From an optimization exercise on the open Yosys and OpenROAD flow, aimed at small area; shortcuts taken in it are not production practice.
The RTL was checked by simulation tests, not by an equivalence proof against the original design.
No activity file was given, so power comes from the tool's default toggle rates.

## flow/design.v

```verilog
module router_aoi222(input a1, a2, b1, b2, c1, c2, output y);
assign y = ~((a1 & a2) | (b1 & b2) | (c1 & c2));
endmodule
module router_nand5(input a, b, c, d, e, output y);
assign y = ~(a & b & c & d & e);
endmodule
module router_top(clock,resetn,read_enb_0,read_enb_1,read_enb_2,pkt_valid,data_in,data_out_0,data_out_1,data_out_2,vld_out_0,vld_out_1,vld_out_2,err,busy);
input clock,resetn,read_enb_0,read_enb_1,read_enb_2,pkt_valid;
input [7:0] data_in;
output [7:0] data_out_0,data_out_1,data_out_2;
output vld_out_0,vld_out_1,vld_out_2;
output reg err;
output busy;
localparam DECODER_ADDRESS    = 3'b000,
           WAIT_TILL_EMPTY    = 3'b001,
           LOAD_FIRST_DATA    = 3'b010,
           LOAD_DATA          = 3'b011,
           FIFO_FULL_STATE    = 3'b100,
           LOAD_AFTER_FULL    = 3'b101,
           LOAD_PARITY        = 3'b110,
           CHECK_PARITY_ERROR = 3'b111;
reg [2:0] state, next_state;
reg [1:0] addr, temp;
reg parity_done, low_pkt_valid, zero_par;
reg [7:0] dout, par;
wire [2:0] empty, full, soft_reset;
wire sr_any = |soft_reset;
wire s_dec  = (state == DECODER_ADDRESS);
wire s_wait = (state == WAIT_TILL_EMPTY);
wire s_lfd  = (state == LOAD_FIRST_DATA);
wire s_ld   = (state == LOAD_DATA);
wire s_full = (state == FIFO_FULL_STATE);
wire s_laf  = (state == LOAD_AFTER_FULL);
wire s_lp   = (state == LOAD_PARITY);
wire s_chk  = (state == CHECK_PARITY_ERROR);
reg fifo_full;
always @(*)
  case (temp)
    2'd0: fifo_full = full[0];
    2'd1: fifo_full = full[1];
    2'd2: fifo_full = full[2];
    default: fifo_full = 1'b0;
  endcase
reg empty_in, empty_addr;
always @(*) begin
  case (data_in[1:0])
    2'd0: empty_in = empty[0];
    2'd1: empty_in = empty[1];
    2'd2: empty_in = empty[2];
    default: empty_in = 1'b0;
  endcase
  case (addr)
    2'd0: empty_addr = empty[0];
    2'd1: empty_addr = empty[1];
    2'd2: empty_addr = empty[2];
    default: empty_addr = 1'b0;
  endcase
end
wire hdr_ok = pkt_valid & (data_in[1:0] != 2'b11);
always @(*) begin
  next_state = DECODER_ADDRESS;
  case (state)
    DECODER_ADDRESS:    next_state = hdr_ok ? (empty_in ? LOAD_FIRST_DATA : WAIT_TILL_EMPTY) : DECODER_ADDRESS;
    WAIT_TILL_EMPTY:    next_state = empty_addr ? LOAD_FIRST_DATA : WAIT_TILL_EMPTY;
    LOAD_FIRST_DATA:    next_state = LOAD_DATA;
    LOAD_DATA:          next_state = fifo_full ? FIFO_FULL_STATE : (pkt_valid ? LOAD_DATA : LOAD_PARITY);
    FIFO_FULL_STATE:    next_state = fifo_full ? FIFO_FULL_STATE : LOAD_AFTER_FULL;
    LOAD_AFTER_FULL:    next_state = parity_done ? DECODER_ADDRESS : (low_pkt_valid ? LOAD_PARITY : LOAD_DATA);
    LOAD_PARITY:        next_state = CHECK_PARITY_ERROR;
    CHECK_PARITY_ERROR: next_state = fifo_full ? FIFO_FULL_STATE : DECODER_ADDRESS;
  endcase
end
always @(posedge clock) begin
  if (!resetn || sr_any) begin
    state <= DECODER_ADDRESS;
    addr <= 2'b00;
  end else begin
    state <= next_state;
    addr <= data_in[1:0];
  end
end
always @(posedge clock)
  if (!resetn)
    temp <= 2'b00;
  else if (s_dec)
    temp <= data_in[1:0];
always @(posedge clock)
  if (!resetn)
    parity_done <= 1'b0;
  else
    parity_done <= (s_ld & ~fifo_full & ~pkt_valid) | (s_full & low_pkt_valid & ~parity_done);
always @(posedge clock)
  if (!resetn)
    low_pkt_valid <= 1'b0;
  else if (s_ld & ~pkt_valid)
    low_pkt_valid <= 1'b1;
always @(posedge clock)
  zero_par <= ~resetn | s_dec | s_wait;
always @(posedge clock)
  if (s_dec)
    par <= data_in;
  else if (s_ld)
    par <= par ^ data_in;
always @(posedge clock)
  err <= ~parity_done & ~zero_par & (|par);
always @(posedge clock)
  if (!(s_wait | s_lfd | s_laf | (s_full & ~fifo_full)))
    dout <= data_in;
assign busy = ~(s_dec | s_ld);
wire wr_any = (s_ld | s_lp | s_laf) & ~fifo_full;
wire [7:0] dout_q [0:2];
wire [2:0] read_enb = {read_enb_2, read_enb_1, read_enb_0};
genvar gi, gk, gb;
generate
  for (gi = 0; gi < 3; gi = gi + 1) begin : fifo
    reg [3:0] wr_ptr, lvl;
    reg [5:0] count;
    reg sr;
    reg [7:0] mem [0:14];
    reg [7:0] q;
    wire we = wr_any & (temp == gi);
    wire re = read_enb[gi];
    wire emp = (lvl == 4'd15);
    wire rd = re & ~emp;
    wire clr = ~resetn | sr;
    integer k;
    assign empty[gi] = emp;
    assign full[gi] = (wr_ptr == 4'd15) & (lvl == 4'd14);
    assign soft_reset[gi] = sr;
    assign dout_q[gi] = q;
    always @(posedge clock)
      if (we) begin
        mem[0] <= dout;
        for (k = 1; k < 15; k = k + 1)
          mem[k] <= mem[k-1];
      end
    always @(posedge clock)
      if (clr) begin
        wr_ptr <= 4'd0;
        lvl <= 4'd15;
      end else begin
        if (we)
          wr_ptr <= wr_ptr + 4'd1;
        if (we & ~rd)
          lvl <= lvl + 4'd1;
        else if (rd & ~we)
          lvl <= lvl - 4'd1;
      end
    wire [14:0] sel;
    for (gk = 0; gk < 15; gk = gk + 1) begin : dec
      assign sel[gk] = (lvl == gk) & ~clr;
    end
    wire [7:0] rdata;
    for (gb = 0; gb < 8; gb = gb + 1) begin : rbit
      wire [4:0] y;
      for (gk = 0; gk < 5; gk = gk + 1) begin : grp
        router_aoi222 g(.a1(sel[3*gk]), .a2(mem[3*gk][gb]),
                        .b1(sel[3*gk+1]), .b2(mem[3*gk+1][gb]),
                        .c1(sel[3*gk+2]), .c2(mem[3*gk+2][gb]), .y(y[gk]));
      end
      router_nand5 n(.a(y[0]), .b(y[1]), .c(y[2]), .d(y[3]), .e(y[4]), .y(rdata[gb]));
    end
    always @(posedge clock)
      if (clr | rd)
        q <= rdata;
    always @(posedge clock)
      if (!resetn) begin
        count <= 6'd0;
        sr <= 1'b0;
      end else if (!emp) begin
        if (!re && count == 6'd29) begin
          sr <= 1'b1;
          count <= 6'd0;
        end else begin
          sr <= 1'b0;
          count <= count + 6'd1;
        end
      end else
        sr <= 1'b0;
  end
endgenerate
assign data_out_0 = dout_q[0];
assign data_out_1 = dout_q[1];
assign data_out_2 = dout_q[2];
assign vld_out_0 = ~empty[0];
assign vld_out_1 = ~empty[1];
assign vld_out_2 = ~empty[2];
endmodule
```

## flow/flow/run.sh

```bash
#!/bin/bash
# Own layout flow: the standard ORFS flow, with the ports buffered by the
# smallest buffer and a clock tree built without dummy loads. Make's output
# goes to flow_make.log; ORFS writes each step's log under orfs/logs/.
set -euo pipefail
CTS_ARGS="-sink_clustering_enable -repair_clock_nets -dont_use_dummy_load"
CTS_ARGS="$CTS_ARGS -buf_list sky130_fd_sc_hd__clkbuf_16"
CTS_ARGS="$CTS_ARGS -sink_clustering_size 30 -sink_clustering_max_diameter 100"
bash standard.sh "CTS_ARGS=$CTS_ARGS" \
  "BUFFER_PORTS_ARGS=-buffer_cell sky130_fd_sc_hd__buf_1" \
  finish > flow_make.log 2>&1
```

## flow/standard.sh

```bash
#!/bin/bash
# synth_recipe.tcl (not shown) runs the flow's synth.tcl, then flattens the netlist and writes it again
# the make line also repeats each setting of config.mk as NAME=value (left out here)
make -C /OpenROAD-flow-scripts/flow DESIGN_CONFIG=/design/flow/config.mk WORK_HOME=/design/flow/orfs CLKGATE_MAP_FILE= SYNTH_SCRIPT=/design/flow/synth_recipe.tcl "${@:-finish}"
```

## flow/config.mk

```make
export PLATFORM = sky130hd
export DESIGN_NAME = router_top
export DESIGN_NICKNAME = router_top
export VERILOG_FILES = /design/flow/design.v
export SDC_FILE = /design/flow/constraint.sdc
export NUM_CORES = 4
export LEC_CHECK = 0
export CAP_MARGIN = 20
export CORE_MARGIN = 2
export CORE_UTILIZATION = 60
export CTS_BUF_LIST = sky130_fd_sc_hd__clkbuf_16
export CTS_CLUSTER_DIAMETER = 100
export CTS_CLUSTER_SIZE = 30
export PLACE_DENSITY = 0.7
export SLEW_MARGIN = 20
export SYNTH_HIERARCHICAL = 1
```

## flow/constraint.sdc

```tcl
create_clock -name core_clock -period 5.0 [get_ports {clock}]
set_input_delay 1.0000 -clock core_clock [delete_from_list [all_inputs] [get_ports {clock}]]
set_output_delay 1.0000 -clock core_clock [all_outputs]
set_load 0.01 [all_outputs]
```

==> impl_metrics.json, run 1 <==
{
  "cp-end-kind": "flop",
  "fin_worst_skew_ns": 0.0731,
  "p_total_mw": 7.54,
  "setup_viol": 0,
  "synthAdderAreaFrac_pct": 1.78,
  "yosysSeqAreaShare_pct": 77.8,
  "grt_pass1_wl_um": 49100,
  "synth_warnings": 13,
  "critPathRequiredTime_ns": 5.39,
  "drt_iter0_drc": 1488,
  "syn_inst": 992,
  "crit_path_start_kind": "input pin",
  "cts_buffers": 19,
  "grt_pass1_vias": 8780,
  "design_area_um2": 18000,
  "relSlewSlack_pct": 18.7,
  "port_buffers": 42,
  "ios": 43,
  "core-area_um2": 27700,
  "grt_overflow": 0,
  "synthMuxAreaShare_pct": 0.297,
  "drc": 0,
  "syn-cell-area_um2": 16900,
  "synth_edf_count": 400,
  "crit_buf_inv": 3,
  "synth_flop_cell": "edfxtp_1",
  "fp.dieW_um": 172,
  "rsz0062_at_grt": "false",
  "fin_nets": 1084,
  "p_per_area_nw_per_um2": 418,
  "syn_nets": 1030,
  "cts_root_buffer": "clkbuf_16",
  "chipHeight_um": 172,
  "area_delta_synth_final_pct": 6.77,
  "timing.final.crit_share_pct": 67.6,
  "cts_max_level": 1,
  "status": "no timing/DRC/antenna violations",
  "hold_class": "reg2reg",
  "synth-seq-cells": 456,
  "ant_nets": 0,
  "mostFrequentLayoutCell": "edfxtp_1",
  "path_delay_family": "simple AND/OR/NAND/NOR gates",
  "leakage_nw": 5.63,
  "grt_max_degree": 124,
  "placed_cell_area_um2": 17500,
  "dpl.hpwl_um": 20200,
  "antenna_found_initial": 0,
  "fmax_mhz": 296,
  "dieArea_um2": 29500,
  "clk_path_buf_depth": 3,
  "syn_area_per_cell_um2": 17.0,
  "synth_area_leaders": "edfxtp_1 71%, a222oi_1 7.1%, dfxtp_1 6.6%",
  "crit_path_top_delay_cell": "nor3_1",
  "critPathMaxFanout": 10,
  "initial_utilization_pct": 60.9,
  "yosys.area.top_type": "edfxtp_1",
  "clkTransAtPathRegs_ns": 0.11,
  "drive_gt1_share_pct": 4.89,
  "cts_setup_buffers": 0,
  "timing.final.ws_setup_ns": 1.62,
  "layout_common_cells": "400 x edfxtp_1, 120 x a222oi_1, 57 x nor2_1, 55 x nand2_1, 51 x dfxtp_1",
  "cts_resized": 0,
  "synthArstFlopShare_pct": 0,
  "path_class": "in2reg",
  "cpPeakStageDelay_ns": 0.95,
  "clock_sinks": 456,
  "worstPathCellList": "buf_1 > buf_4 > clkinv_1 > nor2_1 > nand2_1 > nor3_1 > a222oi_1 > and3_1 > nand3_1",
  "wl_um": 31300,
  "synth_compound_area_share_pct": 9.19,
  "cp.arrival_ns": 3.77,
  "whs_ns": 0.410,
  "ys_types": 54,
  "avgRoutedWirePerCell_um": 22.0,
  "dp_slack_ns": 1.18,
  "yosys.area_share.xor_xnor_pct": 1.71,
  "yosys.area_share.simple_pct": 8.31,
  "min_period_ns": 3.38,
  "tightest_slew_ns": 1.21,
  "insertedDiodeCount": 0,
  "drt_first_pass_iters": 7,
  "max_cap_viol_count": 0,
  "dr_total_vias": 9221,
  "cts_tree": "built",
  "yosysTopAreaCellShare_pct": 71.2,
  "synth_top_family_by_area": "compound AO/OA/AOI/OAI gates",
  "clk_latency_ns": 0.53,
  "gp_congestion": 0.803,
  "final_max_slew_viol_count": 0,
  "hold_viol_final": 0,
  "track_usage_pct": 21.6,
  "num_rows": 61,
  "via_per_inst": 6.48,
  "holdBufCountCts": 0,
  "ir_drop_mv": 0.312
}
[Yosys stat by module (local to each module, per instance)]
module | copies in the design | flops+latches | cells inside
router_aoi222 | 120 | 0 | 1
router_nand5 | 24 | 0 | 2
router_top | 1 | 456 | 824
[routing by layer]
metal,vias up,global-route usage (%),share of wire [%]
met2,355,32.7,45
met5,-,0,0
met4,0,5.23,2.1
met3,38,2.76,7.2
met1,4608,33.7,45
li1,4220,-,-
[logic make-up after synthesis]
kind of cell,after synthesis
compound gates,175
fa+ha+maj,24
mux,5
flops,456
buf+inv,30
xor+xnor,33
simple gates,269
[where the power goes]
part	internal, mW	switching, mW
clock	0.688	1.04
combinational	0.328	0.671
sequential	4.56	0.263
total	5.57	1.97
[worst reg2reg max path, cell delays in order, from the launching register on]
cell and delay, ns:
dfxtp_1 0.58, and3b_1 0.28, a21o_1 0.19, nand4_4 0.27, nor2_4 0.17, buf_4 0.51, buf_4 0.87
[path summary, 6_finish.rpt]
check	startpoint	end	slack (ns)	cells after the start
setup / recovery	resetn	fifo[2].q[2]	1.62	9
hold / removal	zero_par	err	0.41	1
setup reg to reg	state[1]	fifo[1].mem[13][5]	1.75	6
hold reg to reg	zero_par	err	0.41	1
[metrics by stage]
step	utilization, %	instances	setup TNS, ns
after global routing	65.0	1422	0
final	65.0	1422	0
after floorplan	-	992	-2.04
after CTS	65.0	1422	0
after detailed placement	63.3	1403	0
after global placement	63.3	1403	0
[registers in the layout (all words and copies together), names as in the netlist]
signal and flops:
fifo.mem 360, fifo.q 24, fifo.count 18, fifo.lvl 12
fifo.wr_ptr 12, dout 8, par 8, fifo.sr 3
state 3, addr 2, temp 2, err 1
low_pkt_valid 1, parity_done 1, zero_par 1
[area by class of cell]
type	instances	area (µm²)
flip-flops and latches	456	13100
fillers	1948	9690
multi-input cells	506	3650
clock buffers	19	475
well taps	378	473
repair buffers	49	223
inverters	14	55.1
[Yosys cell counts, types with 5 or more instances]
master	instances
inv_1	13
xnor2_1	17
edfxtp_1	400
nor3_1	15
clkbuf_1	6
a222oi_1	120
nor2_1	59
nand2_1	55
o21ai_0	8
buf_2	5
ha_1	24
or3_1	6
and2_1	15
and3_1	28
nand3_1	39
xor2_1	16
or4_1	5
a21oi_1	15
dfxtp_1	56
nand2b_1	8
mux2i_1	5
nand4_1	18
==> run 2, diff against run 1 <==
--- a/flow/flow/run.sh
+++ b/flow/flow/run.sh
@@ -5,6 +5,6 @@
 set -euo pipefail
 CTS_ARGS="-sink_clustering_enable -repair_clock_nets -dont_use_dummy_load"
-CTS_ARGS="$CTS_ARGS -buf_list sky130_fd_sc_hd__clkbuf_16"
-CTS_ARGS="$CTS_ARGS -sink_clustering_size 30 -sink_clustering_max_diameter 100"
+CTS_ARGS="$CTS_ARGS -buf_list sky130_fd_sc_hd__clkbuf_8"
+CTS_ARGS="$CTS_ARGS -sink_clustering_size 18 -sink_clustering_max_diameter 70"
 bash standard.sh "CTS_ARGS=$CTS_ARGS" \
   "BUFFER_PORTS_ARGS=-buffer_cell sky130_fd_sc_hd__buf_1" \
==> impl_metrics.json, run 2 <==
{
  "fin_nets": 1095,
  "synth_area_leaders": "edfxtp_1 71%, a222oi_1 7.1%, dfxtp_1 6.6%",
  "hold_viol_final": 0,
  "insertedDiodeCount": 0,
  "tightest_slew_ns": 1.23,
  "syn-cell-area_um2": 16900,
  "ant_nets": 0,
  "grt_pass1_wl_um": 49400,
  "cp.arrival_ns": 3.78,
  "clk_path_buf_depth": 3,
  "via_per_inst": 6.49,
  "initial_utilization_pct": 60.9,
  "mostFrequentLayoutCell": "edfxtp_1",
  "holdPathEnd": "err",
  "drt_first_pass_iters": 9,
  "wl_um": 31500,
  "dieArea_um2": 29500,
  "multiInputGateArea_um2": 3650,
  "synthTopCellsByCount": "400 x edfxtp_1, 120 x a222oi_1, 59 x nor2_1",
  "cts_root_buffer": "clkbuf_8",
  "largest_reg_flops": 360,
  "critPathRequiredTime_ns": 5.44,
  "final_max_slew_viol_count": 0,
  "dr_total_vias": 9305,
  "whs_ns": 0.334,
  "hold_class": "reg2reg",
  "min_from": "zero_par",
  "cts_setup_buffers": 0,
  "synth_edf_count": 400,
  "fin_worst_skew_ns": 0.0534,
  "area_delta_synth_final_pct": 6.40,
  "fillers": 1968,
  "synth_flop_cell": "edfxtp_1",
  "synth-seq-cells": 456,
  "dpl.hpwl_um": 20200,
  "grt_max_degree": 124,
  "crit_path_start_kind": "input pin",
  "synthMostInstantiatedCell": "edfxtp_1",
  "layout_common_cells": "400 x edfxtp_1, 120 x a222oi_1, 57 x nor2_1, 55 x nand2_1, 51 x dfxtp_1",
  "clkTransAtPathRegs_ns": 0.11,
  "syn_area_per_cell_um2": 17.0,
  "placed_cells": 1403,
  "timing.final.crit_share_pct": 66.7,
  "rsz0062_at_grt": "false",
  "relSlewSlack_pct": 17.6,
  "final_util_pct": 64.8,
  "top_regs": "fifo.mem (360), fifo.q (24), fifo.count (18)",
  "cp-end-kind": "flop",
  "avgRoutedWirePerCell_um": 22.0,
  "largest_register": "fifo.mem",
  "yosysSeqAreaShare_pct": 77.8,
  "setup_viol": 0,
  "cts_max_level": 1,
  "path_class": "in2reg",
  "holdBufCountCts": 0,
  "setup-tns-final_ns": 0,
  "r2r_slack_ns": 1.78,
  "antenna_found_initial": 0,
  "grt_overflow": 0,
  "status": "no timing/DRC/antenna violations",
  "gp_congestion": 0.803,
  "worstReg2RegEnd": "fifo[2].lvl[3]",
  "track_usage_pct": 21.7,
  "fmax_mhz": 300,
  "final-instance-count-excl-fill": 1433,
  "synthArstFlopShare_pct": 0,
  "clk_latency_ns": 0.59,
  "chipHeight_um": 172,
  "min_period_ns": 3.33,
  "drc": 0,
  "ff_latch_area_um2": 13100,
  "ios": 43,
  "ir_drop_mv": 0.314,
  "synth_warnings": 13,
  "cts_resized": 0,
  "critPathMaxFanout": 10,
  "holdPathStages": 1,
  "rr_startpoint": "fifo[0].lvl[1]",
  "ys_types": 54,
  "yosysTopAreaCellShare_pct": 71.2,
  "fp.dieW_um": 172,
  "cts_tree": "built",
  "grt_pass1_vias": 8885,
  "drive_gt1_share_pct": 5.88,
  "clock_sinks": 456,
  "cts_buffers": 30,
  "leakage_nw": 5.61,
  "p_per_area_nw_per_um2": 412,
  "max_cap_viol_count": 0,
  "syn_inst": 992,
  "port_buffers": 42,
  "core-area_um2": 27700,
  "syn_nets": 1030,
  "drt_iter0_drc": 1478,
  "yosys.area.top_type": "edfxtp_1",
  "r2r_cells": 11,
  "p_total_mw": 7.39,
  "num_rows": 61
}
-- run 2: layout make-up --
type,instances,area share (%)
Sequential cell,456,73.2
Multi-Input combinational cell,506,20.3
Tap cell,378,2.63
Clock buffer,30,2.30
Timing Repair Buffer,49,1.24
Inverter,14,0.307
-- run 2: cells by family after synthesis --
group	after synthesis	share of synthesized area, %
muxes	5	0.297
and+or+nand+nor	269	8.31
AOI/OAI and AO/OA	175	9.19
buffers and inverters	30	0.904
xor gates and xnor gates	33	1.71
DFF	456	77.8
adders and majority gates	24	1.78
-- run 2: how the worst max path moves through the flow --
stage               cells past startpoint  slack [ns]             end      startpoint
floorplan                              12       -0.35  fifo[2].lvl[3]  fifo[1].lvl[0]
global placement                        9        1.29    fifo[2].q[7]          resetn
detailed placement                      9        1.18    fifo[2].q[2]          resetn
CTS                                    11        1.76  fifo[2].lvl[3]  fifo[0].lvl[1]
global route                            9        1.53    fifo[2].q[7]          resetn
finish                                  9        1.67    fifo[2].q[3]          resetn
-- run 2: through the flow --
step	setup slack [ns]	area [µm²]
floorplan	-0.346	16900
global placement	1.29	17500
detailed placement	1.18	17500
CTS	1.76	18000
global route	1.53	18000
finish	1.67	18000
-- run 2: metal layers --
layer	global-route usage [%]	vias up	wire, µm
li1	-	4239	-
met1	33.9	4614	14100
met2	32.4	401	14100
met3	3.11	51	2570
met4	5.56	0	717
met5	0	-	0
-- run 2: worst max-delay path: stages --
cell and delay (ns):
buf_1 0.08, buf_4 0.18, clkinv_1 0.23, nor2_1 0.56, nand2_1 0.19, nor3_1 0.96, a222oi_1 0.28, and3_1 0.21
nand3_1 0.08
-- run 2: report_power, final --
group	switching, mW	total, mW	internal (mW)
sequential	0.264	4.82	4.56
combinational	0.672	1.00	0.328
clock	1.04	1.57	0.537
total	1.97	7.39	5.42
-- run 2: modules after synthesis, one instance, submodules excluded --
module | copies in the design | cell area, µm² | cells inside
router_aoi222 | 120 | 10.0 | 1
router_nand5 | 24 | 11.3 | 2
router_top | 1 | 15400 | 824
==> run 3, diff against run 2 <==
--- a/flow/flow/run.sh
+++ b/flow/flow/run.sh
@@ -6,5 +6,5 @@
 CTS_ARGS="-sink_clustering_enable -repair_clock_nets -dont_use_dummy_load"
 CTS_ARGS="$CTS_ARGS -buf_list sky130_fd_sc_hd__clkbuf_8"
-CTS_ARGS="$CTS_ARGS -sink_clustering_size 18 -sink_clustering_max_diameter 70"
+CTS_ARGS="$CTS_ARGS -sink_clustering_size 20 -sink_clustering_max_diameter 80"
 bash standard.sh "CTS_ARGS=$CTS_ARGS" \
   "BUFFER_PORTS_ARGS=-buffer_cell sky130_fd_sc_hd__buf_1" \
==> impl_metrics.json, run 3 <==
{
  "status": "no timing/DRC/antenna violations",
  "met3_usage_pct": 2.95,
  "synthArstFlopShare_pct": 0,
  "dr_total_vias": 9291,
  "grt_max_degree": 124,
  "avgRoutedWirePerCell_um": 22.1,
  "yosys.area.top_type": "edfxtp_1",
  "synthMostInstantiatedCell": "edfxtp_1",
  "cp.arrival_ns": 3.71,
  "track_usage_pct": 21.7,
  "yosysSeqAreaShare_pct": 77.8,
  "antenna_found_initial": 0,
  "setup-tns-final_ns": 0,
  "cp-end-kind": "flop",
  "cts_resized": 0,
  "whs_ns": 0.416,
  "drt_iter0_drc": 1465,
  "p_per_area_nw_per_um2": 409,
  "drive_gt1_share_pct": 5.52,
  "largest_register": "fifo.mem",
  "grt_overflow": 0,
  "area_delta_synth_final_pct": 6.07,
  "use_met2_pct": 32.5,
  "num_rows": 61,
  "top_regs": "fifo.mem (360), fifo.q (24), fifo.count (18)",
  "final-instance-count-excl-fill": 1429,
  "clkTransAtPathRegs_ns": 0.12,
  "cts_buffers": 26,
  "tightest_slew_ns": 1.18,
  "layout_common_cells": "400 x edfxtp_1, 120 x a222oi_1, 57 x nor2_1, 55 x nand2_1, 51 x dfxtp_1",
  "max_cap_viol_count": 0,
  "synth_area_leaders": "edfxtp_1 71%, a222oi_1 7.1%, dfxtp_1 6.6%",
  "worstPathCellList": "buf_1 > buf_4 > clkinv_1 > nor2_1 > nand2_1 > nor3_1 > a222oi_1 > and3_1 > nand3_1",
  "cp-endpoint": "fifo[2].q[2]",
  "leakage_nw": 5.58,
  "clk_latency_ns": 0.61,
  "dp_slack_ns": 1.18,
  "cts_root_buffer": "clkbuf_8",
  "wl_um": 31600,
  "r2r_cells": 6,
  "fin_nets": 1091,
  "critPathRequiredTime_ns": 5.48,
  "relSlewSlack_pct": 20.8,
  "hold_class": "reg2reg",
  "crit_path_start_kind": "input pin",
  "timing.final.ws_setup_ns": 1.77,
  "syn_inst": 992,
  "insertedDiodeCount": 0,
  "port_buffers": 42,
  "synthTopCellsByCount": "400 x edfxtp_1, 120 x a222oi_1, 59 x nor2_1",
  "gp_congestion": 0.803,
  "final_max_slew_viol_count": 0,
  "cpPeakStageDelay_ns": 0.83,
  "syn-cell-area_um2": 16900,
  "chipHeight_um": 172,
  "rr_startpoint": "state[1]",
  "drc": 0,
  "r2r_slack_ns": 1.79,
  "crit_path_top_delay_cell": "nor3_1",
  "drt_first_pass_iters": 9,
  "largest_reg_flops": 360,
  "syn_nets": 1030,
  "critPathLaunch": "resetn",
  "synth_warnings": 13,
  "mostFrequentLayoutCell": "edfxtp_1",
  "syn_area_per_cell_um2": 17.0,
  "dpl.hpwl_um": 20200,
  "ant_nets": 0,
  "via_per_inst": 6.50,
  "ir_drop_mv": 0.280,
  "use_met1_pct": 34.2,
  "rsz0062_at_grt": "false",
  "timing.final.crit_share_pct": 64.6,
  "grt_pass1_vias": 8845,
  "synth_flop_cell": "edfxtp_1",
  "core-area_um2": 27700,
  "cts_tree": "built",
  "ys_types": 54,
  "critPathMaxFanout": 10,
  "ios": 43,
  "fmax_mhz": 310,
  "path_class": "in2reg",
  "clock_sinks": 456,
  "grt_pass1_wl_um": 49400,
  "worstReg2RegEnd": "fifo[1].mem[7][5]",
  "fp.dieW_um": 172,
  "hold_viol_final": 0,
  "dieArea_um2": 29500,
  "fin_worst_skew_ns": 0.0609,
  "top_usage_layer": "met1",
  "initial_utilization_pct": 60.9,
  "synth_edf_count": 400,
  "holdBufCountCts": 0,
  "cts_setup_buffers": 0,
  "cts_max_level": 1,
  "yosysTopAreaCellShare_pct": 71.2,
  "min_period_ns": 3.23,
  "setup_viol": 0,
  "placed_cells": 1403,
  "synth-seq-cells": 456,
  "clk_path_buf_depth": 3
}
run 3: cell counts after synthesis:
Identical to the previous run, type by type.
run 3: worst max-delay path: cells and delay by family:
| family | cells | cell delay [ns] |
|---|---|---|
| buf+inv | 3 | 0.48 |
| simple gates | 5 | 1.93 |
| compound gates | 1 | 0.28 |
run 3: logic make-up after synthesis:
group                    after synthesis  synth area share (%)
flip-flops                           456                  77.8
AND/OR/NAND/NOR                      269                  8.31
AO/OA/AOI/OAI                        175                  9.19
XOR/XNOR                              33                  1.71
buffers and inverters                 30                 0.904
adder cells (fa/ha/maj)               24                  1.78
multiplexers                           5                 0.297
run 3: how the worst min path moves through the flow:
stage / startpoint / end / slack, ns / cells past startpoint
6_report: zero_par / err / 0.42 / 1
2_1_floorplan: zero_par / err / 0.37 / 1
5_1_grt: zero_par / err / 0.43 / 1
3_5_place_dp: zero_par / err / 0.39 / 1
3_3_place_gp: zero_par / err / 0.40 / 1
4_1_cts: zero_par / err / 0.42 / 1
run 3: report_power, final:
part	internal (mW)	switching, mW
combinational	0.328	0.671
sequential	4.55	0.262
clock	0.470	1.03
run 3: per-module statistics from Yosys, one instance, submodules excluded:
module         flops+latches  cells
router_aoi222              0      1
router_top               456    824
router_nand5               0      2
run 3: layout make-up:
type,instances,area [µm²]
Sequential cell,456,13100
Fill cell,1965,9800
Multi-Input combinational cell,506,3650
Tap cell,378,473
Clock buffer,26,358
Timing Repair Buffer,49,223
Inverter,14,55.1
run 3: through the flow:
stage	cell area, µm²	total power [mW]	util (%)
floorplan	16900	5.53	-
global placement	17500	5.87	63.3
detailed placement	17500	5.91	63.3
CTS	17900	7.38	64.6
global route	17900	7.67	64.6
finish	17900	7.32	64.6
run 3: routing by layer:
metal | wire (µm) | vias to the layer above | part of all wire, %
met4 | 575 | 0 | 1.8
met2 | 14300 | 378 | 45
met3 | 2560 | 39 | 8.1
met1 | 14200 | 4649 | 45
li1 | - | 4225 | -
met5 | 0 | - | 0
==> run 4, diff against run 3 <==
==> flow/run.sh (new file) <==
#!/bin/bash
# synth_recipe.tcl (not shown) runs the flow's synth.tcl, then flattens the netlist and writes it again
# the make line also repeats each setting of config.mk as NAME=value (left out here)
make -C /OpenROAD-flow-scripts/flow DESIGN_CONFIG=/design/flow/config.mk WORK_HOME=/design/flow/orfs CLKGATE_MAP_FILE= SYNTH_SCRIPT=/design/flow/synth_recipe.tcl finish
removed: flow/flow/run.sh
removed: flow/standard.sh
==> impl_metrics.json, run 4 <==
{
  "status": "no timing/DRC/antenna violations",
  "crit_path_start_kind": "input pin",
  "area_delta_synth_final_pct": 8.84,
  "synth_edf_count": 400,
  "syn_inst": 992,
  "grt_overflow": 0,
  "drt_first_pass_iters": 8,
  "ys_types": 54,
  "yosys.area.top_type": "edfxtp_1",
  "synth-seq-cells": 456,
  "ant_nets": 0,
  "worstReg2RegEnd": "fifo[0].mem[14][3]",
  "holdBufCountCts": 0,
  "rr_startpoint": "state[1]",
  "critPathLaunch": "resetn",
  "hold_viol_final": 0,
  "ir_drop_mv": 0.295,
  "final_max_slew_viol_count": 0,
  "wl_um": 31800,
  "worstPathCellList": "clkdlybuf4s50_1 > clkinv_1 > nor2_1 > buf_4 > nand2_1 > nor3_1 > a222oi_1 > and3_1 > nand3_1",
  "initial_utilization_pct": 60.9,
  "cts_resized": 0,
  "clkTransAtPathRegs_ns": 0.11,
  "antenna_found_initial": 0,
  "clk_latency_ns": 0.54,
  "fp.dieW_um": 172,
  "p_int_mw": 5.71,
  "pwr-share-clk_pct": 23.4,
  "hold_class": "reg2reg",
  "setup-tns-final_ns": 0,
  "grt_pass1_wl_um": 49700,
  "relSlewSlack_pct": 28.6,
  "mostFrequentLayoutCell": "edfxtp_1",
  "cp.arrival_ns": 4.02,
  "design_area_um2": 18400,
  "synth_warnings": 13,
  "multiInputGateArea_um2": 3650,
  "gp_congestion": 0.834,
  "synth_area_leaders": "edfxtp_1 71%, a222oi_1 7.1%, dfxtp_1 6.6%",
  "timing.final.crit_share_pct": 72.2,
  "cts_root_buffer": "clkbuf_16",
  "p_comb_share_pct": 14.4,
  "p_per_area_nw_per_um2": 421,
  "leakage_nw": 5.82,
  "cts_buffers": 19,
  "ff_latch_area_um2": 13100,
  "core-area_um2": 27700,
  "crit_path_top_delay_cell": "nor3_1",
  "top_regs": "fifo.mem (360), fifo.q (24), fifo.count (18)",
  "r2r_cells": 6,
  "synthMostInstantiatedCell": "edfxtp_1",
  "cpPeakStageDelay_ns": 0.81,
  "dr_total_vias": 9222,
  "fillers": 1937,
  "syn-cell-area_um2": 16900,
  "cts_tree": "built",
  "synthTopCellsByCount": "400 x edfxtp_1, 120 x a222oi_1, 59 x nor2_1",
  "max_cap_viol_count": 0,
  "tightest_slew_ns": 1.06,
  "path_class": "in2reg",
  "port_buffers": 42,
  "track_usage_pct": 21.8,
  "grt_pass1_vias": 8871,
  "cts_setup_buffers": 0,
  "fin_worst_skew_ns": 0.0413,
  "synth_flop_cell": "edfxtp_1",
  "fmax_mhz": 277,
  "drive_gt1_share_pct": 5.19,
  "synthArstFlopShare_pct": 0,
  "fin_nets": 1085,
  "num_rows": 61,
  "clock_sinks": 456,
  "cp-end-kind": "flop",
  "drt_iter0_drc": 1402,
  "cp-endpoint": "fifo[0].q[2]",
  "avgRoutedWirePerCell_um": 22.1,
  "min_period_ns": 3.61,
  "r2r_slack_ns": 1.62,
  "switching_share_pct": 26.1,
  "via_per_inst": 6.41,
  "switching_power_mw": 2.02,
  "cp.depth": 9,
  "syn_area_per_cell_um2": 17.0,
  "yosysSeqAreaShare_pct": 77.8,
  "clk_path_buf_depth": 3,
  "layout_common_cells": "400 x edfxtp_1, 120 x a222oi_1, 57 x nor2_1, 55 x nand2_1, 51 x dfxtp_1",
  "critPathRequiredTime_ns": 5.41,
  "drc": 0,
  "rsz0062_at_grt": "false",
  "power_frac_seq_pct": 62.2,
  "placed_cell_area_um2": 17800,
  "largest_reg_flops": 360,
  "setup_viol": 0,
  "ios": 43,
  "cts_max_level": 1,
  "path_delay_family": "simple AND/OR/NAND/NOR gates",
  "insertedDiodeCount": 0,
  "grt_max_degree": 73,
  "crit_buf_inv": 3,
  "syn_nets": 1030,
  "chipHeight_um": 172,
  "dpl.hpwl_um": 20900,
  "yosysTopAreaCellShare_pct": 71.2,
  "largest_register": "fifo.mem",
  "critPathMaxFanout": 14,
  "dieArea_um2": 29500
}
[run 4: cell counts after synthesis]
Identical to the previous run, type by type.
[run 4: kinds of logic after synthesis]
group,Yosys count,synth area share (%)
adder cells (fa/ha/maj),24,1.78
AND/OR/NAND/NOR,269,8.31
XOR/XNOR,33,1.71
AO/OA/AOI/OAI,175,9.19
flip-flops,456,77.8
multiplexers,5,0.297
buffers and inverters,30,0.904
[run 4: per-stage QoR]
stage	utilization, %	cells	power (mW)	setup slack, ns	hold slack, ns
global route	66.3	1438	8.10	1.23	0.437
floorplan	-	992	5.53	-0.346	0.370
CTS	66.3	1438	7.80	1.48	0.402
global placement	64.3	1404	5.99	0.899	0.391
detailed placement	64.3	1404	6.02	0.948	0.382
finish	66.3	1438	7.74	1.39	0.404
[run 4: Yosys stat by module, one instance, submodules excluded]
module,cell area [µm²],times used,flip-flops and latches,cells
router_aoi222,10.0,120,0,1
router_nand5,11.3,24,0,2
router_top,15400,1,456,824
[run 4: worst min-delay path by stage]
stage          startpoint  endpoint  slack, ns  cells after the start
6_report         zero_par       err       0.40                      1
3_3_place_gp     zero_par       err       0.39                      1
3_5_place_dp     zero_par       err       0.38                      1
4_1_cts          zero_par       err       0.40                      1
5_1_grt          zero_par       err       0.44                      1
2_1_floorplan    zero_par       err       0.37                      1
[run 4: power by group through the flow]
stage / clock [mW] / combinational, mW / sequential, mW
after detailed placement: 0 / 1.12 / 4.90
after floorplan: 0 / 0.713 / 4.82
after global routing: 1.98 / 1.26 / 4.85
after global placement: 0 / 1.10 / 4.89
after CTS: 1.87 / 1.12 / 4.81
final: 1.81 / 1.12 / 4.81
[run 4: routing by layer]
| layer | GRT usage [%] | vias to the layer above | wire [µm] |
|---|---|---|---|
| met3 | 3.08 | 37 | 2340 |
| met1 | 33.2 | 4595 | 14100 |
| met4 | 4.53 | 0 | 598 |
| met2 | 34.0 | 357 | 14800 |
| met5 | 0 | - | 0 |
| li1 | - | 4233 | - |
[run 4: final cells by class]
type | count | area share, %
multi-input cells | 506 | 19.9
clock buffers | 19 | 2.59
flip-flops and latches | 456 | 71.6
inverters | 14 | 0.300
clock inverters | 15 | 0.477
well taps | 378 | 2.57
repair buffers | 50 | 2.62
==> run 5, diff against run 4 <==
--- a/flow/design.v
+++ b/flow/design.v
@@ -13,10 +13,10 @@
 output busy;
 localparam DECODER_ADDRESS    = 3'b000,
-           WAIT_TILL_EMPTY    = 3'b001,
-           LOAD_FIRST_DATA    = 3'b010,
-           LOAD_DATA          = 3'b011,
-           FIFO_FULL_STATE    = 3'b100,
-           LOAD_AFTER_FULL    = 3'b101,
-           LOAD_PARITY        = 3'b110,
+           WAIT_TILL_EMPTY    = 3'b100,
+           LOAD_FIRST_DATA    = 3'b110,
+           LOAD_DATA          = 3'b001,
+           FIFO_FULL_STATE    = 3'b010,
+           LOAD_AFTER_FULL    = 3'b011,
+           LOAD_PARITY        = 3'b101,
            CHECK_PARITY_ERROR = 3'b111;
 reg [2:0] state, next_state;
==> flow/flow/run.sh (new file) <==
#!/bin/bash
# Own layout flow: the standard ORFS flow, with the ports buffered by the
# smallest buffer and a clock tree built without dummy loads. Make's output
# goes to flow_make.log; ORFS writes each step's log under orfs/logs/.
set -euo pipefail
CTS_ARGS="-sink_clustering_enable -repair_clock_nets -dont_use_dummy_load"
CTS_ARGS="$CTS_ARGS -buf_list sky130_fd_sc_hd__clkbuf_8"
CTS_ARGS="$CTS_ARGS -sink_clustering_size 20 -sink_clustering_max_diameter 80"
bash standard.sh "CTS_ARGS=$CTS_ARGS" \
  "BUFFER_PORTS_ARGS=-buffer_cell sky130_fd_sc_hd__buf_1" \
  RECOVER_POWER=100 finish > flow_make.log 2>&1
==> flow/standard.sh (new file) <==
#!/bin/bash
# synth_recipe.tcl (not shown) runs the flow's synth.tcl, then flattens the netlist and writes it again
# the make line also repeats each setting of config.mk as NAME=value (left out here)
make -C /OpenROAD-flow-scripts/flow DESIGN_CONFIG=/design/flow/config.mk WORK_HOME=/design/flow/orfs CLKGATE_MAP_FILE= SYNTH_SCRIPT=/design/flow/synth_recipe.tcl "${@:-finish}"
removed: flow/run.sh
==> impl_metrics.json, run 5 <==
{
  "status": "finished with violations",
  "so.violations": "max-capacitance violations, max-slew violations",
  "synth-seq-cells": 456,
  "syn_nets": 1006,
  "timing.final.crit_share_pct": 74.2,
  "hold_viol_final": 0,
  "syn-cell-area_um2": 16800,
  "clock_sinks": 456,
  "cp.arrival_ns": 3.93,
  "cts_tree": "built",
  "setup_viol": 0,
  "synth_warnings": 13,
  "syn_inst": 968,
  "relSlewSlack_pct": -38.7,
  "core-area_um2": 27600,
  "synth_flop_cell": "edfxtp_1",
  "crit_path_start_kind": "flop",
  "synthArstFlopShare_pct": 0,
  "final_max_slew_viol_count": 170,
  "cts_max_level": 1,
  "yosys.area.top_type": "edfxtp_1",
  "clk_path_buf_depth": 3,
  "drt_iter0_drc": 1442,
  "yosysSeqAreaShare_pct": 78.4,
  "synth_area_leaders": "edfxtp_1 72%, a222oi_1 7.2%, dfxtp_1 6.7%",
  "drc": 0,
  "via_per_inst": 6.44,
  "critPathMaxFanout": 80,
  "path_class": "reg2reg",
  "dp_slack_ns": 1.03,
  "fin_nets": 1077,
  "design_area_um2": 17800,
  "drt_first_pass_iters": 9,
  "initial_utilization_pct": 60.7,
  "cts_buffers": 26,
  "fmax_mhz": 269,
  "hold_class": "reg2reg",
  "cp-end-kind": "flop",
  "grt_max_degree": 127,
  "layout_common_cells": "400 x edfxtp_1, 120 x a222oi_1, 77 x nor2_1, 55 x nand2_1, 53 x dfxtp_1",
  "grt_overflow": 0,
  "clkTransAtPathRegs_ns": 0.12,
  "drive_gt1_share_pct": 5.40,
  "insertedDiodeCount": 0,
  "avgRoutedWirePerCell_um": 22.5,
  "fillers": 1997,
  "r2r_slack_ns": 1.29,
  "cts_root_buffer": "clkbuf_8",
  "ff_latch_area_um2": 13100,
  "cts_setup_buffers": 0,
  "multiInputGateArea_um2": 3460,
  "p_per_area_nw_per_um2": 440,
  "syn_area_per_cell_um2": 17.3,
  "cts_resized": 0,
  "num_rows": 61,
  "max_cap_viol_count": 2,
  "gp_congestion": 0.841,
  "grt_pass1_wl_um": 49400,
  "final-instance-count-excl-fill": 1415,
  "timing.final.ws_setup_ns": 1.29,
  "critPathRequiredTime_ns": 5.21,
  "track_usage_pct": 22.1,
  "area_delta_synth_final_pct": 6.00,
  "synth_edf_count": 400,
  "mostFrequentLayoutCell": "edfxtp_1",
  "ios": 43,
  "ir_drop_mv": 0.355,
  "leakage_nw": 5.60,
  "largest_reg_flops": 360,
  "whs_ns": 0.443,
  "min_period_ns": 3.71,
  "chipHeight_um": 171,
  "top_regs": "fifo.mem (360), fifo.q (24), fifo.count (18)",
  "rsz0062_at_grt": "false",
  "placed_cell_area_um2": 17500,
  "dpl.hpwl_um": 20400,
  "fp.dieW_um": 171,
  "synthMostInstantiatedCell": "edfxtp_1",
  "port_buffers": 42,
  "ant_nets": 0,
  "tightest_slew_ns": 2.08,
  "p_total_mw": 7.81,
  "dr_total_vias": 9108,
  "holdBufCountCts": 0,
  "wl_um": 31900,
  "dieArea_um2": 29300,
  "largest_register": "fifo.mem",
  "antenna_found_initial": 0,
  "placed_cells": 1389,
  "grt_pass1_vias": 8636,
  "synthTopCellsByCount": "400 x edfxtp_1, 120 x a222oi_1, 76 x nor2_1",
  "clk_latency_ns": 0.61,
  "ys_types": 50,
  "fin_worst_skew_ns": 0.0546,
  "yosysTopAreaCellShare_pct": 71.7
}
-- run 5: cell count changes after synthesis, sizes merged, moves of 4 or more --
cell / delta
nor2: +18
and2: -12
mux2i: +5
a31oi: -4
o21ai: -7
a21oi: -8
and3: -4
nand3: -8
-- run 5: worst paths after layout --
path	start	to	depth (start not counted)
hold / removal	zero_par	err	1
hold reg to reg	zero_par	err	1
setup reg to reg	state[0]	fifo[1].mem[12][5]	4
setup / recovery	state[0]	fifo[1].mem[12][5]	4
-- run 5: cells by family after synthesis --
kind of cell	synth area share [%]
AO/OA/AOI/OAI	8.50
AND/OR/NAND/NOR	7.91
multiplexers	0.732
XOR/XNOR	1.93
buffers and inverters	0.702
flip-flops	78.4
adder cells (fa/ha/maj)	1.86
-- run 5: modules after synthesis (local to each module, per instance) --
module         flip-flops and latches  times used  cells inside  cell area, µm²
router_aoi222                       0         120             1            10.0
router_top                        456           1           800           15300
router_nand5                        0          24             2            11.3
-- run 5: area by class of cell --
type / count / share of cell area [%]
tap: 378 / 2.66
inverter: 13 / 0.303
sequential: 456 / 74.0
clock buffer: 26 / 2.01
timing repair buffer: 57 / 1.52
multi-input combinational: 485 / 19.5
-- run 5: per-stage QoR --
stage	TNS [ns]	utilization, %
global placement	0	63.4
CTS	0	64.6
floorplan	-60.98	-
detailed placement	0	63.4
global route	0	64.3
finish	0	64.3
-- run 5: where the power goes --
| part | internal, mW | switching [mW] |
|---|---|---|
| logic | 0.342 | 0.754 |
| registers | 4.86 | 0.366 |
| clock network | 0.469 | 1.01 |
-- run 5: routing by layer --
layer / part of all wire, % / global-route usage [%]
met5: 0 / 0
met4: 1.6 / 4.72
met3: 8.3 / 3.15
met2: 46 / 33.7
met1: 44 / 34.5
-- run 5: critical path, stage by stage, from the launching register on --
cell	delay, ns
dfxtp_1	0.56
a21bo_1	0.30
a211oi_1	0.30
clkbuf_2	1.45
buf_4	0.68
==> run 6, diff against run 5 <==
--- a/flow/flow/run.sh
+++ b/flow/flow/run.sh
@@ -9,3 +9,3 @@
 bash standard.sh "CTS_ARGS=$CTS_ARGS" \
   "BUFFER_PORTS_ARGS=-buffer_cell sky130_fd_sc_hd__buf_1" \
-  RECOVER_POWER=100 finish > flow_make.log 2>&1
+  finish > flow_make.log 2>&1
==> impl_metrics.json, run 6 <==
{
  "path_class": "in2reg",
  "switching_share_pct": 27.4,
  "hold_viol_final": 0,
  "synth_warnings": 13,
  "cts_max_level": 1,
  "grt_pass1_wl_um": 49400,
  "num_rows": 61,
  "antenna_found_initial": 0,
  "ant_nets": 0,
  "track_usage_pct": 22.1,
  "ff_latch_area_um2": 13100,
  "grt_pass1_vias": 8636,
  "cts_setup_buffers": 0,
  "grt_max_degree": 127,
  "placed_cell_area_um2": 17500,
  "p_per_area_nw_per_um2": 438,
  "status": "no timing/DRC/antenna violations",
  "p_int_mw": 5.68,
  "clkTransAtPathRegs_ns": 0.12,
  "min_period_ns": 3.42,
  "ios": 43,
  "fillers": 1980,
  "dr_total_vias": 9200,
  "hold_class": "reg2reg",
  "core-area_um2": 27600,
  "design_area_um2": 17900,
  "switching_power_mw": 2.15,
  "drt_iter0_drc": 1470,
  "syn-cell-area_um2": 16800,
  "cts_buffers": 26,
  "mostFrequentLayoutCell": "edfxtp_1",
  "power_frac_seq_pct": 66.8,
  "ir_drop_mv": 0.357,
  "synthTopCellsByCount": "400 x edfxtp_1, 120 x a222oi_1, 76 x nor2_1",
  "critPathLaunch": "resetn",
  "max_cap_viol_count": 0,
  "synth_area_leaders": "edfxtp_1 72%, a222oi_1 7.2%, dfxtp_1 6.7%",
  "holdBufCountCts": 0,
  "cp-end-kind": "flop",
  "relSlewSlack_pct": 28.7,
  "via_per_inst": 6.50,
  "synthArstFlopShare_pct": 0,
  "worstReg2RegEnd": "fifo[1].mem[12][5]",
  "synth_edf_count": 400,
  "chipHeight_um": 171,
  "rsz0062_at_grt": "false",
  "layout_common_cells": "400 x edfxtp_1, 120 x a222oi_1, 76 x nor2_1, 54 x nand2_1, 53 x dfxtp_1",
  "drt_first_pass_iters": 7,
  "tightest_slew_ns": 1.07,
  "timing.final.crit_share_pct": 68.4,
  "fp.dieW_um": 171,
  "wl_um": 31900,
  "pwr-share-clk_pct": 18.9,
  "critPathMaxFanout": 11,
  "p_comb_share_pct": 14.3,
  "drive_gt1_share_pct": 6.94,
  "leakage_nw": 5.62,
  "fin_worst_skew_ns": 0.0571,
  "ys_types": 50,
  "avgRoutedWirePerCell_um": 22.6,
  "setup_viol": 0,
  "insertedDiodeCount": 0,
  "initial_utilization_pct": 60.7,
  "fin_nets": 1077,
  "largest_register": "fifo.mem",
  "dieArea_um2": 29300,
  "synth_flop_cell": "edfxtp_1",
  "r2r_slack_ns": 2.07,
  "r2r_cells": 4,
  "yosysTopAreaCellShare_pct": 71.7,
  "yosys.area.top_type": "edfxtp_1",
  "port_buffers": 42,
  "largest_reg_flops": 360,
  "top_regs": "fifo.mem (360), fifo.q (24), fifo.count (18)",
  "cp-endpoint": "fifo[0].q[7]",
  "yosysSeqAreaShare_pct": 78.4,
  "synth-seq-cells": 456,
  "multiInputGateArea_um2": 3550,
  "critPathRequiredTime_ns": 5.44,
  "clock_sinks": 456,
  "drc": 0,
  "cts_tree": "built",
  "final_util_pct": 64.6,
  "fmax_mhz": 292,
  "cp.arrival_ns": 3.86,
  "area_delta_synth_final_pct": 6.59,
  "clk_path_buf_depth": 3,
  "final_max_slew_viol_count": 0,
  "cts_resized": 0,
  "whs_ns": 0.440,
  "syn_inst": 968,
  "synthMostInstantiatedCell": "edfxtp_1",
  "clk_latency_ns": 0.61,
  "gp_congestion": 0.841,
  "cts_root_buffer": "clkbuf_8",
  "rr_startpoint": "state[0]",
  "crit_path_start_kind": "input pin",
  "holdPathStages": 1,
  "grt_overflow": 0,
  "syn_nets": 1006,
  "dpl.hpwl_um": 20400,
  "syn_area_per_cell_um2": 17.3
}
==> run 6: worst min-delay path by stage <==
stage,endpoint,startpoint
final,err,zero_par
after global routing,fifo[1].mem[4][1],fifo[1].mem[3][1]
after CTS,err,zero_par
after detailed placement,err,zero_par
after global placement,err,zero_par
after floorplan,err,zero_par
==> run 6: worst max-delay path, cell delays in order <==
cell,delay [ns]
buf_1,0.28
clkinv_1,0.35
nor2_1,0.70
nand2_1,0.25
nor3_1,0.75
a222oi_1,0.23
and3_1,0.23
nand3_1,0.08
==> run 6: through the flow <==
stage	setup WS (ns)	setup TNS (ns)	total power, mW	instances
detailed placement	1.03	0	6.44	1389
global placement	1.17	0	6.42	1389
finish	1.58	0	7.83	1415
global route	1.19	0	8.18	1415
CTS	1.64	0	7.90	1415
floorplan	-1.01	-60.98	6.02	968
==> run 6: Yosys stat by module (local to each module, per instance) <==
module	flops+latches	cell area (µm²)	times used
router_nand5	0	11.3	24
router_top	456	15300	1
router_aoi222	0	10.0	120
==> run 6: cell families (layout without fill, tap and decap cells) <==
group / count (synthesis) / count (layout) / synth area share, %
buffers and inverters: 27 / 96 / 0.702
adder cells (fa/ha/maj): 25 / 25 / 1.86
AO/OA/AOI/OAI: 151 / 151 / 8.50
multiplexers: 12 / 12 / 0.732
XOR/XNOR: 37 / 37 / 1.93
flip-flops: 456 / 456 / 78.4
AND/OR/NAND/NOR: 260 / 260 / 7.91
==> run 6: final cells by class <==
cell class | instances | area share, %
clock buffer | 26 | 2.00
inverter | 13 | 0.301
tap | 378 | 2.65
sequential | 456 | 73.6
multi-input combinational | 485 | 19.9
timing repair buffer | 57 | 1.58
==> run 6: per-layer routing <==
| layer | wire length (µm) | GRT usage, % |
|---|---|---|
| met1 | 14100 | 34.5 |
| met2 | 14600 | 33.7 |
| met3 | 2700 | 3.15 |
| met4 | 544 | 4.72 |
| met5 | 0 | 0 |
==> run 6: power by group through the flow <==
| stage | combinational [mW] | clock [mW] | sequential, mW |
|---|---|---|---|
| after CTS | 1.13 | 1.53 | 5.23 |
| after global routing | 1.25 | 1.63 | 5.30 |
| after floorplan | 0.810 | 0 | 5.21 |
| final | 1.12 | 1.48 | 5.23 |
| after detailed placement | 1.13 | 0 | 5.32 |
| after global placement | 1.11 | 0 | 5.32 |
==> run 7, diff against run 6 <==
==> flow/flow/run.sh (replaced) <==
#!/bin/bash
# Own layout flow: the standard ORFS flow, with the ports buffered by the
# smallest buffer and a clock tree built without dummy loads. Make's output
# goes to flow_make.log; ORFS writes each step's log under orfs/logs/.
set -euo pipefail
CTS_ARGS="-sink_clustering_enable -repair_clock_nets -dont_use_dummy_load"
CTS_ARGS="$CTS_ARGS -buf_list sky130_fd_sc_hd__clkbuf_16"
CTS_ARGS="$CTS_ARGS -sink_clustering_size 30 -sink_clustering_max_diameter 100"
bash standard.sh "CTS_ARGS=$CTS_ARGS" \
  "BUFFER_PORTS_ARGS=-buffer_cell sky130_fd_sc_hd__buf_1" \
  RECOVER_POWER=100 finish > flow_make.log 2>&1
==> impl_metrics.json, run 7 <==
{
  "status": "finished with violations",
  "so.violations": "max-capacitance violations, max-slew violations",
  "yosysTopAreaCellShare_pct": 71.7,
  "antenna_found_initial": 0,
  "chipHeight_um": 171,
  "tightest_slew_ns": 2.10,
  "timing.final.crit_share_pct": 77.7,
  "grt_pass1_vias": 8565,
  "yosys.area.top_type": "edfxtp_1",
  "num_rows": 61,
  "fillers": 1992,
  "cp.arrival_ns": 4.06,
  "clk_path_buf_depth": 3,
  "hold_viol_final": 0,
  "cts_resized": 0,
  "layout_common_cells": "400 x edfxtp_1, 120 x a222oi_1, 77 x nor2_1, 55 x nand2_1, 54 x dfxtp_1",
  "synthArstFlopShare_pct": 0,
  "placed_cells": 1389,
  "dr_total_vias": 9083,
  "cts_setup_buffers": 0,
  "track_usage_pct": 22.2,
  "p_per_area_nw_per_um2": 451,
  "syn_inst": 968,
  "synth_warnings": 13,
  "setup-tns-final_ns": 0,
  "cpPeakStageDelay_ns": 1.44,
  "syn-cell-area_um2": 16800,
  "placed_cell_area_um2": 17500,
  "design_area_um2": 17900,
  "dieArea_um2": 29300,
  "leakage_nw": 5.64,
  "via_per_inst": 6.45,
  "ios": 43,
  "worstReg2RegEnd": "fifo[1].mem[9][5]",
  "crit_path_top_delay_cell": "clkbuf_2",
  "wl_um": 32100,
  "worstPathCellList": "clkinvlp_2 > ha_1 > and4_1 > a211oi_1 > clkbuf_2 > buf_4",
  "syn_area_per_cell_um2": 17.3,
  "fin_worst_skew_ns": 0.0653,
  "grt_pass1_wl_um": 49600,
  "grt_overflow": 0,
  "critPathMaxFanout": 80,
  "ir_drop_mv": 0.310,
  "path_delay_family": "buffers and inverters",
  "clkTransAtPathRegs_ns": 0.11,
  "top_regs": "fifo.mem (360), fifo.q (24), fifo.count (18)",
  "yosysSeqAreaShare_pct": 78.4,
  "cts_root_buffer": "clkbuf_16",
  "hold_class": "reg2reg",
  "r2r_cells": 6,
  "cts_max_level": 1,
  "synth-seq-cells": 456,
  "insertedDiodeCount": 0,
  "avgRoutedWirePerCell_um": 22.8,
  "drc": 0,
  "fmax_mhz": 257,
  "synth_flop_cell": "edfxtp_1",
  "holdBufCountCts": 0,
  "setup_viol": 0,
  "mostFrequentLayoutCell": "edfxtp_1",
  "fin_nets": 1070,
  "cts_buffers": 19,
  "grt_max_degree": 127,
  "min_period_ns": 3.89,
  "multiInputGateArea_um2": 3450,
  "area_delta_synth_final_pct": 6.61,
  "whs_ns": 0.420,
  "p_total_mw": 8.05,
  "synthMostInstantiatedCell": "edfxtp_1",
  "dpl.hpwl_um": 20400,
  "drive_gt1_share_pct": 4.66,
  "ant_nets": 0,
  "final-instance-count-excl-fill": 1408,
  "drt_first_pass_iters": 9,
  "syn_nets": 1006,
  "crit_buf_inv": 3,
  "path_class": "reg2reg",
  "cp.depth": 6,
  "port_buffers": 42,
  "critPathRequiredTime_ns": 5.17,
  "synth_edf_count": 400,
  "initial_utilization_pct": 60.7,
  "cts_tree": "built",
  "ff_latch_area_um2": 13100,
  "clk_latency_ns": 0.54,
  "relSlewSlack_pct": -40.1,
  "final_max_slew_viol_count": 170,
  "gp_congestion": 0.841,
  "core-area_um2": 27600,
  "r2r_slack_ns": 1.11,
  "max_cap_viol_count": 2,
  "cp-end-kind": "flop",
  "cp-endpoint": "fifo[1].mem[9][5]",
  "crit_path_start_kind": "flop",
  "rr_startpoint": "fifo[1].lvl[0]",
  "ys_types": 50,
  "rsz0062_at_grt": "false",
  "largest_register": "fifo.mem",
  "fp.dieW_um": 171,
  "synthTopCellsByCount": "400 x edfxtp_1, 120 x a222oi_1, 76 x nor2_1",
  "clock_sinks": 456,
  "largest_reg_flops": 360,
  "synth_area_leaders": "edfxtp_1 72%, a222oi_1 7.2%, dfxtp_1 6.7%",
  "critPathLaunch": "fifo[1].lvl[0]",
  "drt_iter0_drc": 1698
}
## run 7: cell counts after synthesis
No cell type changed its count.
## run 7: how the worst min path moves through the flow
stage	cells after the start	slack (ns)	endpoint	startpoint
after floorplan	1	0.37	err	zero_par
after global placement	1	0.41	err	zero_par
after detailed placement	1	0.38	err	zero_par
after CTS	1	0.42	err	zero_par
after global routing	1	0.44	err	zero_par
final	1	0.42	err	zero_par
## run 7: kinds of logic (layout without fill, tap and decap cells)
family                   after synthesis  in the layout  synth area share (%)
AO/OA/AOI/OAI                        151            151                  8.50
XOR/XNOR                              37             37                  1.93
adder cells (fa/ha/maj)               25             25                  1.86
buffers and inverters                 27             89                 0.702
flip-flops                           456            456                  78.4
multiplexers                          12             12                 0.732
AND/OR/NAND/NOR                      260            260                  7.91
## run 7: area by class of cell
class / count / area share, %
sequential: 456 / 73.6
tap: 378 / 2.65
inverter: 13 / 0.294
timing repair buffer: 57 / 1.51
multi-input combinational: 485 / 19.3
clock buffer: 19 / 2.66
## run 7: power breakdown
part,switching [mW],internal (mW)
sequential,0.365,4.86
clock,1.04,0.688
combinational,0.756,0.340
total,2.16,5.89
## run 7: Yosys stat by module, one instance, submodules excluded
| module | times used | cells | flops+latches |
|---|---|---|---|
| router_aoi222 | 120 | 1 | 0 |
| router_nand5 | 24 | 2 | 0 |
| router_top | 1 | 800 | 456 |
## run 7: metal layers
layer  wire length [µm]  global-route usage [%]  up-vias
met3               2660                    3.12       34
met2              14900                    33.9      387
met1              14100                    35.0     4526
met5                  0                       0        -
met4                405                    4.02        0
li1                   -                       -     4136
## run 7: through the flow
| stage | setup WS [ns] | util (%) |
|---|---|---|
| finish | 1.11 | 64.7 |
| global route | 0.787 | 64.7 |
| floorplan | -1.01 | - |
| global placement | 1.17 | 63.4 |
| detailed placement | 1.03 | 63.4 |
| CTS | 1.58 | 65.1 |
==> run 8, diff against run 7 <==
--- a/flow/design.v
+++ b/flow/design.v
@@ -2,6 +2,6 @@
 assign y = ~((a1 & a2) | (b1 & b2) | (c1 & c2));
 endmodule
-module router_nand5(input a, b, c, d, e, output y);
-assign y = ~(a & b & c & d & e);
+module router_rdsum(input a, b, c, d, e, h, q, output y);
+assign y = ~(a & b & c & d & e) | (h & q);
 endmodule
 module router_top(clock,resetn,read_enb_0,read_enb_1,read_enb_2,pkt_valid,data_in,data_out_0,data_out_1,data_out_2,vld_out_0,vld_out_1,vld_out_2,err,busy);
@@ -147,7 +147,9 @@
           lvl <= lvl - 4'd1;
       end
+    wire ld = rd & ~clr;
+    wire hold = ~rd & ~clr;
     wire [14:0] sel;
     for (gk = 0; gk < 15; gk = gk + 1) begin : dec
-      assign sel[gk] = (lvl == gk) & ~clr;
+      assign sel[gk] = (lvl == gk) & ld;
     end
     wire [7:0] rdata;
@@ -159,9 +161,9 @@
                         .c1(sel[3*gk+2]), .c2(mem[3*gk+2][gb]), .y(y[gk]));
       end
-      router_nand5 n(.a(y[0]), .b(y[1]), .c(y[2]), .d(y[3]), .e(y[4]), .y(rdata[gb]));
+      router_rdsum n(.a(y[0]), .b(y[1]), .c(y[2]), .d(y[3]), .e(y[4]),
+                     .h(hold), .q(q[gb]), .y(rdata[gb]));
     end
     always @(posedge clock)
-      if (clr | rd)
-        q <= rdata;
+      q <= rdata;
     always @(posedge clock)
       if (!resetn) begin
==> flow/flow/run.sh (replaced) <==
#!/bin/bash
# Own layout flow: the standard ORFS flow, with the ports buffered by the
# smallest buffer and a clock tree built without dummy loads. Make's output
# goes to flow_make.log; ORFS writes each step's log under orfs/logs/.
set -euo pipefail
CTS_ARGS="-sink_clustering_enable -repair_clock_nets -dont_use_dummy_load"
CTS_ARGS="$CTS_ARGS -buf_list sky130_fd_sc_hd__clkbuf_8"
CTS_ARGS="$CTS_ARGS -sink_clustering_size 20 -sink_clustering_max_diameter 80"
bash standard.sh "CTS_ARGS=$CTS_ARGS" \
  "BUFFER_PORTS_ARGS=-buffer_cell sky130_fd_sc_hd__buf_1" \
  finish > flow_make.log 2>&1
==> flow/config.mk (replaced) <==
export PLATFORM = sky130hd
export DESIGN_NAME = router_top
export DESIGN_NICKNAME = router_top
export VERILOG_FILES = /design/flow/design.v
export SDC_FILE = /design/flow/constraint.sdc
export NUM_CORES = 4
export LEC_CHECK = 0
export CAP_MARGIN = 5
export CORE_MARGIN = 2
export CORE_UTILIZATION = 60
export PLACE_DENSITY = 0.7
export SLEW_MARGIN = 5
export SYNTH_HIERARCHICAL = 1
==> impl_metrics.json, run 8 <==
{
  "rsz0062_at_grt": "false",
  "holdPathStages": 1,
  "p_per_area_nw_per_um2": 431,
  "grt_pass1_vias": 8501,
  "fin_nets": 1099,
  "hold_viol_final": 0,
  "area_delta_synth_final_pct": 6.08,
  "syn_area_per_cell_um2": 16.7,
  "yosysSeqAreaShare_pct": 77.4,
  "cts_root_buffer": "clkbuf_8",
  "synthMostInstantiatedCell": "edfxtp_1",
  "drt_iter0_drc": 1494,
  "clkTransAtPathRegs_ns": 0.12,
  "synthTopCellsByCount": "376 x edfxtp_1, 120 x a222oi_1, 80 x dfxtp_1, 80 x nor2_1, 77 x nand2_1",
  "ys_types": 47,
  "placed_cells": 1411,
  "largest_register": "fifo.mem",
  "holdBufCountCts": 0,
  "largest_reg_flops": 360,
  "grt_pass1_wl_um": 47900,
  "design_area_um2": 17700,
  "whs_ns": 0.418,
  "p_total_mw": 7.62,
  "status": "no timing/DRC/antenna violations",
  "switching_power_mw": 2.06,
  "chipHeight_um": 171,
  "syn_nets": 1037,
  "cts_buffers": 26,
  "dr_total_vias": 9249,
  "p_comb_share_pct": 12.9,
  "p_int_mw": 5.56,
  "mostFrequentLayoutCell": "edfxtp_1",
  "ios": 43,
  "grt_overflow": 0,
  "final-instance-count-excl-fill": 1437,
  "dp_slack_ns": 1.46,
  "path_class": "reg2reg",
  "yosys.area.top_type": "edfxtp_1",
  "dpl.hpwl_um": 20400,
  "clock_sinks": 456,
  "initial_utilization_pct": 60.5,
  "tightest_slew_ns": 1.13,
  "drt_first_pass_iters": 9,
  "hold_class": "reg2reg",
  "synth_edf_count": 376,
  "drive_gt1_share_pct": 5.38,
  "cts_resized": 0,
  "syn_inst": 999,
  "cts_tree": "built",
  "core-area_um2": 27600,
  "ant_nets": 0,
  "antenna_found_initial": 0,
  "via_per_inst": 6.44,
  "drc": 0,
  "pwr-share-clk_pct": 19.7,
  "r2r_cells": 9,
  "setup-tns-final_ns": 0,
  "yosysTopAreaCellShare_pct": 67.8,
  "synth-seq-cells": 456,
  "timing.final.crit_share_pct": 63.4,
  "critPathRequiredTime_ns": 5.54,
  "clk_path_buf_depth": 3,
  "power_frac_seq_pct": 67.4,
  "fp.dieW_um": 171,
  "leakage_nw": 5.51,
  "num_rows": 61,
  "setup_viol": 0,
  "relSlewSlack_pct": 24.9,
  "clk_latency_ns": 0.59,
  "layout_common_cells": "376 x edfxtp_1, 120 x a222oi_1, 80 x nor2_1, 78 x dfxtp_1, 77 x nand2_1",
  "synth_warnings": 13,
  "fmax_mhz": 315,
  "crit_path_start_kind": "flop",
  "cp.arrival_ns": 3.71,
  "cp-end-kind": "flop",
  "syn-cell-area_um2": 16700,
  "synthArstFlopShare_pct": 0,
  "placed_cell_area_um2": 17300,
  "synth_area_leaders": "edfxtp_1 68%, dfxtp_1 9.6%, a222oi_1 7.2%",
  "cts_max_level": 1,
  "final_max_slew_viol_count": 0,
  "gp_congestion": 0.795,
  "ir_drop_mv": 0.325,
  "fin_worst_skew_ns": 0.0195,
  "min_period_ns": 3.17,
  "final_util_pct": 64.1,
  "cts_setup_buffers": 0,
  "wl_um": 31500,
  "synth_flop_cell": "edfxtp_1",
  "grt_max_degree": 92,
  "track_usage_pct": 21.2,
  "max_cap_viol_count": 0,
  "dieArea_um2": 29100,
  "avgRoutedWirePerCell_um": 22.0,
  "top_regs": "fifo.mem (360), fifo.q (24), fifo.count (18)",
  "port_buffers": 42,
  "fillers": 1929,
  "critPathMaxFanout": 12,
  "insertedDiodeCount": 0,
  "timing.final.ws_setup_ns": 1.83,
  "switching_share_pct": 27.1
}
[run 8: worst paths after layout]
kind | from | to | slack, ns
max | fifo[2].lvl[1] | fifo[2].q[5] | 1.83
min | zero_par | err | 0.42
max reg2reg | fifo[2].lvl[1] | fifo[2].q[5] | 1.83
min reg2reg | zero_par | err | 0.42
[run 8: critical path, stage by stage, from the launching register on]
cell and delay (ns):
dfxtp_1 0.40, ha_1 0.24, nand3_1 0.37, nand2_1 0.14
nor2_1 0.27, nand2_1 0.19, nor3_1 0.83, a222oi_1 0.36
and3_1 0.24, nand4_1 0.08
[run 8: final cells by class]
type	instances	area [µm²]	area share, %
Sequential cell	456	12900	73.0
Timing Repair Buffer	49	210	1.19
Inverter	15	61.3	0.347
Tap cell	378	473	2.68
Clock buffer	26	358	2.02
Multi-Input combinational cell	513	3670	20.8
[run 8: routing by layer]
metal  vias up  wire length, µm  GRT usage [%]
met3        49             2210           2.61
met2       389            14500           32.5
met1      4597            14100           32.9
li1       4214                -              -
met4         0              697           5.28
met5         -                0              0
[run 8: cells by family (layout without fill, tap and decap cells)]
kind of cell               count (synthesis)  count (layout)  synth area share [%]
AOI/OAI and AO/OA                        157             157                  8.63
xor gates and xnor gates                  37              37                  1.95
adders and majority gates                 25              25                  1.87
buffers and inverters                     30              90                 0.841
DFF                                      456             456                  77.4
muxes                                     13              13                 0.796
and+or+nand+nor                          281             281                  8.54
[run 8: power by group through the flow]
| stage | clock, mW | combinational (mW) | sequential (mW) |
|---|---|---|---|
| 4_1_cts | 1.55 | 0.990 | 5.14 |
| 3_3_place_gp | 0 | 0.970 | 5.20 |
| 5_1_grt | 1.65 | 1.11 | 5.20 |
| 3_5_place_dp | 0 | 0.987 | 5.22 |
| 6_report | 1.50 | 0.982 | 5.14 |
| 2_1_floorplan | 0 | 0.793 | 5.09 |
[run 8: modules after synthesis (local to each module, per instance)]
module         cells  flip-flops and latches  cell area [µm²]
router_top       807                     456            15100
router_rdsum       3                       0             16.3
router_aoi222      1                       0             10.0

[what the ideal ports hide]
The results above use ideal ports. As a check the final layouts listed here were re-extracted and re-timed, cells and wires unchanged.
Step 1 sets driving cells, clkbuf_16 on the clock port and buf_2 on the other inputs (assumed; they add their load-dependent delay and slew).
Step 2 also shifts input and output timing later by t, the mid clock arrival at the registers, as if the neighbouring blocks saw the same clock.
Slacks: ideal ports / drivers / drivers and shift; pairs: ideal ports / drivers.
run	t, ns	slack for setup (ns)	worst hold slack (ns)	worst setup path at the end	clock arrival spread, ns
run 1	0.549	1.622 / 1.651 / 1.102	0.410 / 0.410 / 0.410	input to register	0.074 / 0.074
run 2	0.619	1.667 / 1.690 / 1.071	0.334 / 0.334 / 0.334	input to register	0.084 / 0.084
run 3	0.629	1.770 / 1.787 / 1.166	0.416 / 0.416 / 0.416	input to register	0.061 / 0.061
run 4	0.573	1.390 / 1.415 / 0.842	0.404 / 0.404 / 0.404	input to register	0.044 / 0.044
run 5	0.627	1.288 / 1.288 / 0.991	0.443 / 0.443 / 0.443	input to register	0.055 / 0.055
run 6	0.629	1.578 / 1.591 / 0.963	0.440 / 0.440 / 0.440	input to register	0.057 / 0.057
run 7	0.560	1.114 / 1.114 / 0.958	0.420 / 0.420 / 0.420	input to register	0.066 / 0.065
run 8	0.629	1.828 / 1.828 / 1.299	0.418 / 0.418 / 0.418	input to register	0.020 / 0.020
The setup slack of run 6, which loses most, moves by +0.013 ns with the drivers and by -0.615 ns with both steps.
